Context: an optimization exercise on an open-source flow, tuned for small area, a short achievable clock period and few clock cycles per item. The choices shown serve that exercise and are no tape-out recipe. RTL that was checked went through simulation tests only; none was proved equivalent to the original.

Setup of nickel:
==> flow/design.v (excerpt) <==
module Milestone1_convert (
	input  logic          Clock,
	input  logic          Resetn,
	input  logic          Enable,
	input  logic   [15:0] SRAM_read_data,
	input  logic          redo,
	output logic          SRAM_we_n,
	output logic   [17:0] SRAM_address,
	output logic   [15:0] SRAM_write_data,
	output logic          Finish
);
For scale: ~2200 cells after synthesis, ~470 flip-flops, roughly 0.026 mm^2 of cells after synthesis.
export LEC_CHECK = 0
export CAP_MARGIN = 20
export CORE_MARGIN = 2
export CORE_UTILIZATION = 40
export CTS_CLUSTER_DIAMETER = 60
export CTS_CLUSTER_SIZE = 24
export SLEW_MARGIN = 20
export SYNTH_HIERARCHICAL = 1
create_clock -name core_clock -period 14.0 [get_ports {Clock}]
standard.sh (not shown) runs the stock make flow with config.mk's settings and CLKGATE_MAP_FILE= SYNTH_SCRIPT=/design/flow/synth_recipe.tcl, a recipe that flattens the netlist after the stock synthesis.
==> flow/flow/run.sh <==
#!/bin/bash
# Standard ORFS layout (standard.sh) with two changes in how it is made:
#  - the port buffers are buf_4 cells instead of the buffer ORFS picks
#  - timing repair aims at a setup margin below the design's clock period
# The SDC, clock period and I/O constraints are the standard flow's, unchanged.
set -euo pipefail
bash standard.sh SETUP_SLACK_MARGIN=10.0 "BUFFER_PORTS_ARGS=-buffer_cell sky130_fd_sc_hd__buf_4" finish > orfs_make.log 2>&1
Here is what was changed in the inputs of lagoon compared with nickel.
--- a/flow/design.v
+++ b/flow/design.v
@@ -96,23 +96,23 @@
 	output logic   [15:0] SRAM_write_data,
 	output logic          Finish
 );
 localparam logic [1:0] T_NONE = 2'd0, T_Y = 2'd1, T_U = 2'd2, T_V = 2'd3;
 localparam logic [1:0] K_NONE = 2'd0, K_EVEN = 2'd1, K_ODD = 2'd2, K_HOLD = 2'd3;
 localparam logic [2:0] I_NONE = 3'd0, I_HI = 3'd1, I_LO = 3'd2, I_REP = 3'd3, I_PORT = 3'd4;
 logic        run;           
 logic [3:0]  nph;           
 logic [7:0]  nk;            
 logic        nlead;         
 logic [15:0] y_addr;        
-logic [15:0] u_addr;        
+logic [17:0] u_addr;        
 logic [17:0] rgb_addr;      
 logic [1:0]  tag_a, tag_b, tag_c;    
 logic [1:0]  kind_a, kind_b;         
 logic        c_even, c_odd, c_hold, c_firv, c_ldv, c_ldu, c_ph2;
 logic [2:0]  c_ins_u, c_ins_v;
 logic [7:0]  y_lo;                  
 logic [7:0]  y_sel;                 
 logic [15:0] hu, hv;
 logic [7:0]  su [0:5];
 logic [7:0]  sv [0:5];
 logic [8:0]  up_reg, vp_reg;        
@@ -198,41 +198,34 @@
 			if (nph == 4'd7 && y_addr == 16'd38400) begin
 				run    <= 1'b0;
 				Finish <= 1'b1;
 			end
 		end else if (Finish) begin
 			if (redo) Finish <= 1'b0;
 		end else if (Enable) begin
 			run <= 1'b1;
 		end
 	end
 end
-logic [17:0] v_addr, a_sel, a_inc;
-assign v_addr = {1'b0, u_addr[15:8] + 9'd75, u_addr[7:0]};    
-always_comb begin
-	a_sel = rgb_addr;
-	if (rd_y) a_sel = {2'd0, y_addr};
-	if (rd_u) a_sel = {2'd0, u_addr};
-	if (rd_v) a_sel = v_addr;
-end
-assign a_inc = a_sel + 18'd1;
+logic [17:0] v_addr;
+assign v_addr = {u_addr[17:8] + 10'd75, u_addr[7:0]};    
 always_ff @(posedge Clock) begin
 	tag_b  <= tag_a;
 	tag_c  <= tag_b;
 	kind_b <= kind_a;
 	if (!run) begin
 		nph      <= 4'd4;
 		nk       <= 8'd155;
 		nlead    <= 1'b1;
 		y_addr   <= 16'd0;
-		u_addr   <= 16'd38400;
+		u_addr   <= 18'd38400;
 		rgb_addr <= 18'd146944;
 		SRAM_address <= 18'd57600;
 		tag_a    <= (Enable && !Finish) ? T_V : T_NONE;
 		kind_a   <= K_NONE;
 		kind_b   <= K_NONE;
 		c_even <= 1'b0; c_odd <= 1'b0; c_hold <= 1'b0; c_firv <= 1'b0;
 		c_ldv  <= 1'b0; c_ldu <= 1'b0; c_ph2  <= 1'b0;
 		c_ins_u <= I_NONE; c_ins_v <= I_NONE;
 	end else begin
 		nph   <= nph2;
 		nk    <= nk2;
@@ -244,29 +237,40 @@
 		c_ldv  <= (nph == 4'd1);
 		c_ldu  <= (nph == 4'd2);
 		c_ph2  <= (nph == 4'd2);
 		{c_ins_u, c_ins_v} <= ins_of(nph, nk);
 		kind_a <= K_NONE;
 		if (!nlead) begin
 			if (c_even)      kind_a <= K_EVEN;
 			else if (c_odd)  kind_a <= K_ODD;
 			else if (c_hold) kind_a <= K_HOLD;
 		end
 		tag_a <= T_NONE;
-		if (rd_y) tag_a <= T_Y;
-		if (rd_u) tag_a <= T_U;
-		if (rd_v) tag_a <= T_V;
-		SRAM_address <= a_sel;
-		if (rd_y) y_addr   <= a_inc[15:0];
-		if (rd_u) u_addr   <= a_inc[15:0];
-		if (wr)   rgb_addr <= a_inc;
+		if (rd_y) begin
+			SRAM_address <= {2'd0, y_addr};
+			y_addr <= y_addr + 16'd1;
+			tag_a  <= T_Y;
+		end
+		if (rd_u) begin
+			SRAM_address <= u_addr;
+			u_addr <= u_addr + 18'd1;
+			tag_a  <= T_U;
+		end
+		if (rd_v) begin
+			SRAM_address <= v_addr;
+			tag_a  <= T_V;
+		end
+		if (wr) begin
+			SRAM_address <= rgb_addr;
+			rgb_addr <= rgb_addr + 18'd1;
+		end
 	end
 end
 always_ff @(posedge Clock) begin
 	if (tag_c == T_Y) y_lo <= SRAM_read_data[7:0];
 	if (tag_c == T_U) hu   <= SRAM_read_data;
 	if (tag_c == T_V) hv   <= SRAM_read_data;
 	if (tag_c == T_Y)  y_sel <= SRAM_read_data[15:8];
 	else if (c_ph2)    y_sel <= y_lo;
 end
 function automatic logic [7:0] ins_val(input logic [2:0] sel, input logic [15:0] h,
                                        input logic [7:0] last, input logic [7:0] port);
==> comparison <==
Going from nickel to lagoon, the number of non-clock buffers was found to have gone down by 6.9%. In lagoon, number of DRC violations after detailed-routing iteration 0 is lower than in nickel. As far as final period utilization is concerned, nickel and lagoon perform about the same. Number of gates given a new drive strength after cts: lagoon vs nickel down 7.
Testbench counts of lagoon, summed over its fixed seeds: cycles 1,545,808, frames 8.
The RTL of nickel was laid out without a check of its function.

========
== 11-20 ==
Another version of the RTL of Milestone1_convert (not shown whole).
Size in the first run: about 2100 cells after synthesis, roughly 450 flip-flops, ~56 I/O pins, ~0.024 mm² of cells after synthesis.
==> flow/config.mk <==
export PLATFORM = sky130hd
export DESIGN_NAME = Milestone1_convert
export DESIGN_NICKNAME = Milestone1_convert
export VERILOG_FILES = /design/flow/design.v
export SDC_FILE = /design/flow/constraint.sdc
export NUM_CORES = 4
export LEC_CHECK = 0
export CAP_MARGIN = 20
export CORE_MARGIN = 2
export CORE_UTILIZATION = 40
export SLEW_MARGIN = 20
export SYNTH_HIERARCHICAL = 1
==> flow/constraint.sdc <==
create_clock -name core_clock -period 14.0 [get_ports {Clock}]
set_input_delay 2.8000 -clock core_clock [delete_from_list [all_inputs] [get_ports {Clock}]]
set_output_delay 2.8000 -clock core_clock [all_outputs]
set_load 0.01 [all_outputs]
==> flow/flow/run.sh <==
#!/bin/bash
# Standard ORFS layout (standard.sh) with these changes in how it is made:
#  - the port buffers are buf_4 cells instead of the buffer ORFS picks
#  - clock tree: clkbuf_16 root, clkbuf_8 leaf buffers over small sink
#    clusters, no dummy loads
#  - timing repair aims at a setup margin below the design's clock period
# The SDC, clock period and I/O constraints are the standard flow's, unchanged.  ORFS
# writes each step's log under orfs/logs; make's own output goes to
# orfs_make.log here.
set -euo pipefail
bash standard.sh SETUP_SLACK_MARGIN=10.0 \
  "BUFFER_PORTS_ARGS=-buffer_cell sky130_fd_sc_hd__buf_4" \
  "CTS_ARGS=-sink_clustering_enable -repair_clock_nets -root_buf sky130_fd_sc_hd__clkbuf_16 -buf_list sky130_fd_sc_hd__clkbuf_8 -sink_clustering_size 18 -sink_clustering_max_diameter 50 -dont_use_dummy_load" \
  finish > orfs_make.log 2>&1
Testbench counts of 11-20, summed over its fixed seeds: cycles 1,547,720, frames 8.
diff inputs: 11-20 => 06-23
diff --git a/flow/design.v b/flow/design.v
--- a/flow/design.v
+++ b/flow/design.v
@@ -100,15 +100,15 @@
 localparam logic [2:0] K_NONE = 3'd0, K_B0 = 3'd1, K_RG0 = 3'd2, K_RG1 = 3'd3, K_B1 = 3'd4;
 localparam logic [2:0] I_NONE = 3'd0, I_HI = 3'd1, I_LO = 3'd2, I_REP = 3'd3, I_PORT = 3'd4;
 logic        run;           
 logic [3:0]  nph;           
 logic [7:0]  nk;            
 logic        nlead;         
 logic [15:0] y_addr;        
-logic [15:0] u_addr;        
+logic [17:0] u_addr;        
 logic [17:0] rgb_addr;      
 logic [1:0]  tag_a, tag_b, tag_c;    
 logic [2:0]  kind_a, kind_b;         
 logic        c_even, c_ph1, c_isb, c_firv, c_ldv, c_ldu, c_ph2;
 logic [2:0]  c_kind;
 logic [2:0]  c_ins_u, c_ins_v;
 logic [7:0]  y_lo;                  
@@ -202,33 +202,26 @@
 		Finish <= 1'b0;
 	end else if (run) begin
 		if (nph == 4'd7 && y_addr == 16'd38400) Finish <= 1'b1;
 	end else if (Finish && redo) begin
 		Finish <= 1'b0;
 	end
 end
-logic [17:0] v_addr, a_sel, a_inc;
-assign v_addr = {1'b0, u_addr[15:8] + 9'd75, u_addr[7:0]};    
-always_comb begin
-	a_sel = rgb_addr;
-	if (rd_y) a_sel = {2'd0, y_addr};
-	if (rd_u) a_sel = {2'd0, u_addr};
-	if (rd_v) a_sel = v_addr;
-end
-assign a_inc = a_sel + 18'd1;
+logic [17:0] v_addr;
+assign v_addr = {u_addr[17:8] + 10'd75, u_addr[7:0]};    
 always_ff @(posedge Clock) begin
 	tag_b  <= tag_a;
 	tag_c  <= tag_b;
 	kind_b <= kind_a;
 	if (!run) begin
 		nph      <= 4'd0;
 		nk       <= 8'd156;
 		nlead    <= 1'b1;
 		y_addr   <= 16'd0;
-		u_addr   <= 16'd38400;
+		u_addr   <= 18'd38400;
 		rgb_addr <= 18'd146944;
 		SRAM_address <= 18'd57600;
 		tag_a    <= (Enable && !Finish) ? T_V : T_NONE;
 		kind_a   <= K_NONE;
 		kind_b   <= K_NONE;
 		c_even <= 1'b0; c_ph1 <= 1'b0; c_isb <= 1'b0; c_kind <= K_NONE; c_firv <= 1'b0;
 		c_ldv  <= 1'b0; c_ldu <= 1'b0; c_ph2  <= 1'b0;
@@ -245,21 +238,32 @@
 		c_firv <= (nph == 4'd4) || (nph == 4'd10);
 		c_ldv  <= (nph == 4'd1);
 		c_ldu  <= (nph == 4'd2);
 		c_ph2  <= (nph == 4'd2);
 		{c_ins_u, c_ins_v} <= ins_of(nph, nk);
 		kind_a <= nlead ? K_NONE : c_kind;
 		tag_a <= T_NONE;
-		if (rd_y) tag_a <= T_Y;
-		if (rd_u) tag_a <= T_U;
-		if (rd_v) tag_a <= T_V;
-		SRAM_address <= a_sel;
-		if (rd_y) y_addr   <= a_inc[15:0];
-		if (rd_u) u_addr   <= a_inc[15:0];
-		if (wr)   rgb_addr <= a_inc;
+		if (rd_y) begin
+			SRAM_address <= {2'd0, y_addr};
+			y_addr <= y_addr + 16'd1;
+			tag_a  <= T_Y;
+		end
+		if (rd_u) begin
+			SRAM_address <= u_addr;
+			u_addr <= u_addr + 18'd1;
+			tag_a  <= T_U;
+		end
+		if (rd_v) begin
+			SRAM_address <= v_addr;
+			tag_a  <= T_V;
+		end
+		if (wr) begin
+			SRAM_address <= rgb_addr;
+			rgb_addr <= rgb_addr + 18'd1;
+		end
 	end
 end
 always_ff @(posedge Clock) begin
 	if (tag_c == T_Y) y_lo <= SRAM_read_data[7:0];
 	if (tag_c == T_U) hu   <= SRAM_read_data[7:0];
 	if (tag_c == T_V) hv   <= SRAM_read_data;
 	if (tag_c == T_Y)  y_sel <= SRAM_read_data[15:8];
--- outcome ---
The higher routed wire length came out of 06-23. In 06-23 the xor and xnor area share after synthesis turned out 0.78 points higher than in 11-20. Going from 11-20 to 06-23, via-per-instance ratio now sits higher, wire length on met3 rose by 400 µm. 06-23 and 11-20 ended up with roughly the same met1 global-route usage. In terms of area of the die, 06-23 and 11-20 differ only marginally.
The RTL of 06-23 was laid out without a check of its function.

==> port drivers added, routing unchanged <==
No port has a modelled driver above. Below, the same layouts with a new extraction and two added sets of constraints. Step 1, drivers: a clkbuf_16 drives Clock and a buf_2 each remaining input, both assumed. Step 2 times the ports against the registers' clock, not the clock port: input delays grow and output delays shrink by t, the midpoint of the rising clock arrivals with the driver on. Slacks: ideal / step 1 / step 2; pairs: ideal / step 1.
run	t, ns	setup slack, ns	worst register clock-pin slew, ns
nickel	0.630	10.097 / 10.038 / 10.140	0.09 / 0.09
lagoon	0.629	10.090 / 10.031 / 10.159	0.09 / 0.09
11-20	0.585	10.201 / 10.139 / 10.249	0.10 / 0.10
06-23	0.587	10.130 / 10.069 / 10.213	0.10 / 0.10
After both steps setup and hold are still met in every run listed.
